Source: an optimization exercise on an open RTL-to-GDS flow (aim: small area and a short achievable clock period). Production flows keep margins and buffers that such runs may drop.
Function was checked by simulation only, so behaviour that the tests miss may differ from the original.

===== design/flow/design.v =====
module twoscompl(a,out);
  parameter N = 16;
  input [N-1:0] a;
  output reg [N-1:0] out;
  reg [N-2:0]pseudo ;
  reg [N-2:0]pseudo2 ;
  always @*
    begin
      pseudo2 = a[N-2:0];
      pseudo = ~pseudo2+1'b1 ;
      if ( a[N-1] )
        begin
          out = { a[N-1] , pseudo };
        end
      else 
        out = a;
    end
endmodule
module twoscompl_k(a,out);
  parameter N = 32;  
  input [N-1:0] a;
  output reg [N-1:0] out;
  reg [N-2:0]pseudo ;
  reg [N-2:0]pseudo2 ;
  always @*
    begin
      pseudo2 = a[N-2:0];
      pseudo = ~pseudo2+1'b1 ;
      if ( a[N-1] )
        begin
          out = { a[N-1] , pseudo };
        end
      else 
        out = a;
    end
endmodule
module operand(expo_a,expo_b, k_a,k_b,carryx, final_expo,final_k);
  parameter N=16, ES=2;
  input [0:ES-1] expo_a;
  input [0:ES-1] expo_b;
  input [0:31]k_a;
  input [0:31]k_b;
  input carryx;
  output [0:ES-1]final_expo;
  output [0:31]final_k;
  wire [0:31]final_operand;
  wire [0:31] k_final ;
  wire [0:31] k_interim, k_interim2 , k_interim3 , k_interim5;
  wire [0:32] k_interim4 ;
  wire k_sign ;
  assign final_operand = expo_a+expo_b+carryx+(2**ES)*(k_a+k_b);
  assign final_expo = final_operand%(2**ES);
  twoscompl_k a1( final_operand , k_interim );
  assign k_sign = k_interim[0] ;
  assign k_interim2 = k_interim << 1'b1 ; 
  assign k_interim3 = k_interim2 >> (ES) ;
  assign k_interim4 = { k_sign , k_interim3}>> 1'b1 ;
  assign k_interim5 = k_interim4 [1:32] ;
  twoscompl_k a2(k_interim5, k_final);  
  assign final_k = { {ES{final_operand[0]}} , final_operand[0:31-ES] } ;
endmodule
module regime_bit_detector(inp, k, arr);
  parameter N=16;
  input [N-1:0]inp;
  output reg [31:0]k;
  output reg [9:0]arr;
  integer flag;
  integer count;
  integer i;
  always @*
    begin
      flag = 0;
      count = 0;
      arr = N-1;
      for(i=N-2; i>0; i=i-1)
        begin
          if (inp[i]==1'b1)
            begin
              if (flag==0)
                begin
                  count=count+1;
                  if (inp[i-1]==1'b0)
                    begin
                      flag=1;
                      arr=count+1'b1;                     
                    end
                end
            end
          else if (inp[i]==1'b0)
            begin
              if (flag==0)
                begin
                  count=count+1;
                  if (inp[i-1]==1'b1)
                    begin
                      flag=1;
                      arr=count+1'b1;
                    end
                end
            end
        end
      if (flag==0)
        count = count+1;
      if (inp[N-2]==1'b1)
        k = {1'b0,count-1'b1};
      else if (inp[N-2]==1'b0)
        k = {1'b1,~count+1'b1}; 
      else
        k = 32'b0;
    end
endmodule 
module mantisa(mantisa_a, mantisa_b, carryx, mantisa_out);
  parameter N=16 , ES=2 ;
  input [0:N-1]mantisa_a, mantisa_b;
  output carryx;
  output reg [0:N-1]mantisa_out;
  wire [0:N]x;
  wire [0:N]y;
  wire [0:2*N+1]z;
  assign x = {1'b1, mantisa_a[0:N-1] };
  assign y = {1'b1, mantisa_b[0:N-1] };
  assign z = x*y;
  assign carryx = z[0] ;
  always @*
    begin
      case (carryx)
        1'b1 : mantisa_out = z[1:N] ;
        default : mantisa_out = z[2:N+1]  ; 
      endcase
    end
endmodule
module k_to_regime(k,regime);
  parameter N= 16 ;
  input [0:31]k;
  output [0:N-1]regime ; 
  wire sign ;
  wire [0:31]magnitude ;
  wire [0:31]magnitude2 ;
  wire [0:31]magnitude3 ;
  reg [0:N-1]r ;
  assign sign =  k [0] ;
  twoscompl_k a1(k , magnitude3 );
  assign magnitude = magnitude3<<1;
  assign magnitude2 = magnitude>>1; 
  integer i;
  always @*
    begin
      for (i =0 ; i<N ; i=i+1)
        begin
          if (sign)
            r[i] = (magnitude2 == i) ;
          else
            r[i] = (i < magnitude2+1) ;
        end
    end
  assign regime = r  ;
endmodule
module sub_Posit_Multiplier(sign_a, sign_b,expo_a,expo_b, k_a,k_b,mantisa_a, mantisa_b, Final_posit);
  parameter N=16, ES =2;
  input sign_a,sign_b;
  input [0:ES-1] expo_a;
  input [0:ES-1] expo_b;
  input [0:31]k_a;
  input [0:31]k_b;
  input [0:N-1]mantisa_a, mantisa_b;
  wire carryx;
  wire sign_out;
  wire [0:ES-1]final_expo;
  wire [0:31]final_k;
  wire [0:N-1]mantisa_out;
  wire [0:N-1]regime_out ;
  wire [0:9]   final_regime_len ;
  wire [0:31]   dummy_k ;
  wire [0:N-1] A ;
  wire [0:N-1] A_rshift ;
  wire [0: 2*N +ES] A_big ;
  wire [0:2*N +ES] A_reqd ;
  output [0:N-1]Final_posit;
  xor x11(sign_out,sign_a,sign_b);
  mantisa     a1 (mantisa_a, mantisa_b, carryx, mantisa_out);
  operand     a2 (expo_a,expo_b, k_a,k_b,carryx, final_expo,final_k);
  k_to_regime a3 (final_k , regime_out) ;
  assign A = { sign_out , regime_out[0:N-2] } ;
  regime_bit_detector a4(A, dummy_k , final_regime_len) ;
  assign A_rshift = A>>(N - final_regime_len - 1'b1 );
  assign A_big = { A_rshift , final_expo , mantisa_out } ;
  assign A_reqd = A_big<<(N - final_regime_len ) ;
  assign Final_posit = A_reqd[0:N-1] ;
endmodule
module extraction(inpt, r, sign, exp,frac);
  parameter N=16,ES=2 ;
  input [N-1:0]inpt;
  input [9:0]r ;
  output sign;
  output [ES-1:0]exp;
  output [N-1:0]frac;
  wire [N-1:0]inpt1,inpt2 ;
  assign sign = inpt[N-1];
  assign inpt1 = inpt<<(1+r) ;
  assign exp = inpt1[N-1:N-ES];
  assign inpt2 = inpt1<<ES ;
  assign frac = inpt2;
endmodule 
module Posit_Multiplier(A1,B1,clk, reset,OUT);
  parameter N=16,ES=2;
  input [0:N-1] A1,B1 ;
  input clk, reset;
  output reg [0: N-1] OUT ;
  reg [0:N-1] a,b ;
  reg [0: N-1] out ;
  always@(posedge clk) begin
    if(reset) begin
      a<=32'b0;
      b<=32'b0;
      OUT<=32'b0;
    end
    else begin
      a<=A1;
      b<=B1;
      OUT<=out;
    end
  end
  wire sign_a,sign_b;
  wire [0:ES-1] expo_a;
  wire [0:ES-1] expo_b;
  wire [0:31] k_a;
  wire [0:31] k_b;
  wire [0:N-1] mantisa_a, mantisa_b;
  wire [0:N-1]Final_posit ;
  wire [0:N-1]Final_posit_perfect ;
  wire [0:N-1]A;
  wire [0:N-1]B;
  wire [0:9]r_a, r_b ;
  twoscompl a1(a,A);
  twoscompl a2(b,B);
  regime_bit_detector a3(A, k_a , r_a); 
  regime_bit_detector a4(B, k_b , r_b); 
  extraction a5(A, r_a, sign_a, expo_a, mantisa_a);
  extraction a6(B, r_b, sign_b, expo_b, mantisa_b);
  sub_Posit_Multiplier  a7(sign_a, sign_b,expo_a,expo_b, k_a,k_b,mantisa_a, mantisa_b, Final_posit);
  twoscompl a12(Final_posit,Final_posit_perfect);
    always @(*)
    begin
      if(a=='b0 || b=='b0)
        out = 'b0;
      else if((a[0]==1 && a[1:N-1]=='b0) || (b[0]==1 && b[1:N-1]=='b0) )
        out = 1'b1 << (N-1);  
      else
        begin
          out = Final_posit_perfect;
        end
    end
endmodule

===== design/flow/run.sh =====
#!/bin/bash
# synth_recipe.tcl (not shown) runs the flow's synth.tcl, then flattens the netlist and writes it again
# the make line also repeats each setting of config.mk as NAME=value (left out here)
make -C /OpenROAD-flow-scripts/flow DESIGN_CONFIG=/design/flow/config.mk WORK_HOME=/design/flow/orfs CLKGATE_MAP_FILE= SYNTH_SCRIPT=/design/flow/synth_recipe.tcl finish

===== design/flow/config.mk =====
export PLATFORM = sky130hd
export DESIGN_NAME = Posit_Multiplier
export DESIGN_NICKNAME = Posit_Multiplier
export VERILOG_FILES = /design/flow/design.v
export SDC_FILE = /design/flow/constraint.sdc
export NUM_CORES = 4
export LEC_CHECK = 0
export CAP_MARGIN = 20
export CORE_MARGIN = 2
export CORE_UTILIZATION = 40
export SLEW_MARGIN = 20

===== design/flow/constraint.sdc =====
create_clock -name core_clock -period 60.0 [get_ports {clk}]
set_input_delay 12.0000 -clock core_clock [delete_from_list [all_inputs] [get_ports {clk}]]
set_output_delay 12.0000 -clock core_clock [all_outputs]
set_load 0.01 [all_outputs]

==> summary.txt <==
[cell type report]
class / instances / share of cell area, %
timing repair buffer: 105 / 2.72
inverter: 335 / 3.76
clock buffer: 5 / 0.374
tap: 1050 / 3.92
sequential: 48 / 2.87
multi-input combinational: 4048 / 86.2
clock inverter: 3 / 0.206
[layout by cell type (no fill, tap or decap), types with 19 or more instances in the layout]
cell             instances
nand4_1                 69
and2_1                  71
and3_1                  67
nand3_1                151
a211oi_1                62
nand2b_1                24
a21oi_1                268
ha_1                   212
a31oi_1                 76
o31ai_1                 35
o2111ai_1               24
o211ai_1                65
xor2_1                  92
nand2_1                544
mux2_2                  34
dfxtp_1                 48
o21a_1                  36
inv_1                  325
a31o_2                  21
fa_1                   168
xnor2_1                273
nor2_1                 469
o21ai_0                247
or3_1                   55
a21boi_0                20
or2_2                   32
o22ai_1                 38
or4_1                   24
a21o_1                  47
mux2i_1                 73
buf_4                   56
a22oi_1                 26
nor4_1                  65
o211a_1                 19
o21ai_1                 22
clkdlybuf4s50_1         49
nor3_1                 146
nor2b_1                 69
[flip-flops by register name, indices dropped and copies added, names as in the netlist]
register / cells
OUT: 16
a: 16
b: 16
[path summary, 6_finish.rpt]
path | endpoint | startpoint | slack, ns
hold / removal | OUT[0] | a[1] | 0.78
setup / recovery | OUT[3] | b[15] | 16.26
setup reg to reg | OUT[3] | b[15] | 16.26
hold reg to reg | OUT[0] | a[1] | 0.78
[per-layer routing]
layer	share of wire [%]	track usage (%)	vias to the layer above	wire length, um
li1	-	-	16600	-
met1	44	37.6	16900	51500
met2	46	45.0	1520	53200
met3	7.1	3.26	212	8330
met4	3.1	7.98	0	3660
met5	0	0	-	0
[metrics by stage]
stage,cells,worst slack [ns],area (um^2),hold WS (ns)
global route,5594,13.07,33500,0.857
detailed placement,5585,17.08,33300,0.729
CTS,5593,16.88,33500,0.779
global placement,5585,18.08,33300,0.724
finish,5594,16.26,33500,0.783
floorplan,4665,23.21,31900,0.656
[critical path: cells and delay by family (launching register included)]
kind,cells,cell delay [ns]
muxes,6,2.08
and+or+nand+nor,52,13.80
AOI/OAI and AO/OA,45,12.04
adders and majority gates,29,10.41
xor gates and xnor gates,6,1.91
buffers and inverters,16,2.85
DFF,1,0.43
[cell families (layout without fill, tap and decap cells)]
group	Yosys count	count (layout)	synth area share, %
other	1	4	0.0117
adder cells (fa/ha/maj)	384	384	19.0
multiplexers	113	113	3.87
flip-flops	48	48	3.01
buffers and inverters	569	448	6.92
AND/OR/NAND/NOR	1889	1889	28.8
XOR/XNOR	383	383	11.2
AO/OA/AOI/OAI	1275	1275	27.2
==> impl_metrics.json <==
{
  "clk_latency_ns": 0.31,
  "synthArstFlopShare_pct": 0,
  "first_pass_iters": 6,
  "critPathArrivalTime_ns": 43.92,
  "crit_top_cell": "ha_1",
  "num_rows": 103,
  "finalHoldViolations": 0,
  "overflow": 0,
  "cts.clk_slew.worst_paths_ns": 0.08,
  "synthDistinctLibCells": 122,
  "finalClockSkew_ns": 0.0162,
  "grt_max_degree": 49,
  "cts.repair.resized": 0,
  "grt_pass1_vias": 32900,
  "slowest_stage": "xor2_4",
  "drtIter0Drc": 3758,
  "synth_area_leader_cell": "fa_1",
  "hold_depth": 4,
  "fin_nets": 4957,
  "post-route-util_pct": 42.4,
  "startpoint_type": "flop",
  "synth.top_cells.by_count": "544 x nand2_1, 470 x nor2_1, 325 x inv_1",
  "setup_viol": 0,
  "wl_mm": 117,
  "status": "no timing/DRC/antenna violations",
  "crit_required_ns": 60.18,
  "critPathMaxStageDelay_ns": 0.89,
  "wl_per_cell_um": 20.9,
  "nFillCells": 8473,
  "area_delta_synth_final_pct": 4.92,
  "yosys.area.top_type_share_pct": 10.5,
  "core-area_um2": 79000,
  "final.setup.tns_ns": 0,
  "syn_area_um2": 31900,
  "synth_cells": 4662,
  "drt-vias-per-instance": 6.31,
  "postCtsSetupBuffers": 0,
  "htreeDepth": 2,
  "rsz0062_at_grt": "false",
  "synthTopCellsByArea": "fa_1 11%, ha_1 8.3%, xnor2_1 7.5%",
  "cts_inserted_buffers": 5,
  "start_util_pct": 40.4,
  "rr_worst_depth": 154,
  "synth.most_common_cell": "nand2_1",
  "relSlewSlack_pct": 21.1,
  "ys_warn_count": 6,
  "grt_pass1_wl_mm": 185,
  "fmax_ghz": 0.0229,
  "crit_type": "reg -> reg",
  "drive_gt1_share_pct": 4.91,
  "critPathCaptureType": "flop",
  "diodes": 0,
  "ctsLongestPathBuffers": 2,
  "cts_num_sinks": 48,
  "dieArea_um2": 82100,
  "period_share_pct": 72.9,
  "seqCellArea_um2": 961,
  "avgSynthCellArea_um2": 6.85,
  "cts_hold_buf": 0,
  "pin_count": 50,
  "die_y_um": 286,
  "multiInputGateArea_um2": 28800,
  "hpwl_mm": 93.5,
  "fin_crit_ns": 43.74,
  "grt_usage_pct": 27.4,
  "vias": 35300,
  "portBuffers": 49,
  "synth-main-ff-cell": "dfxtp_1",
  "detail-route-antenna-nets": 0,
  "worst_pin_slew_ns": 1.18,
  "cts_tree": "done",
  "ys_seq_area_share_pct": 3.01,
  "synth-edff-count": 0,
  "drv_slew": 0,
  "drcViolationCount": 0,
  "clockRootBuffer": "clkbuf_16",
  "cp_max_fo": 37,
  "synth-seq-cells": 48,
  "die_w_um": 286,
  "gp_congestion": 0.994,
  "cap_violations": 0,
  "antenna_found_initial": 1,
  "hold_path.class": "reg -> reg"
}

[afterwards: timing with drivers on the ports]
The results above use ideal ports. As a check the final layout listed here was re-extracted and re-timed, cells and wires unchanged. Step 1 sets driving cells, clkbuf_16 on the clock port and buf_2 on the other inputs (assumed; they add their load-dependent delay and slew). Step 2 also shifts input and output timing later by t, the mid clock arrival at the registers, as if the neighbouring blocks saw the same clock. Slacks: ideal ports / drivers / drivers and shift; pairs: ideal ports / drivers.
t (ns): 0.344
setup slack, ns: 16.265 / 16.265 / 16.265
worst setup path after step 2: register to register
cell pins on the clock port's net: 1
After both steps setup and hold are still met in this run. For this run, drivers alone change the setup slack by 0.000 ns; drivers and shift together by 0.000 ns.
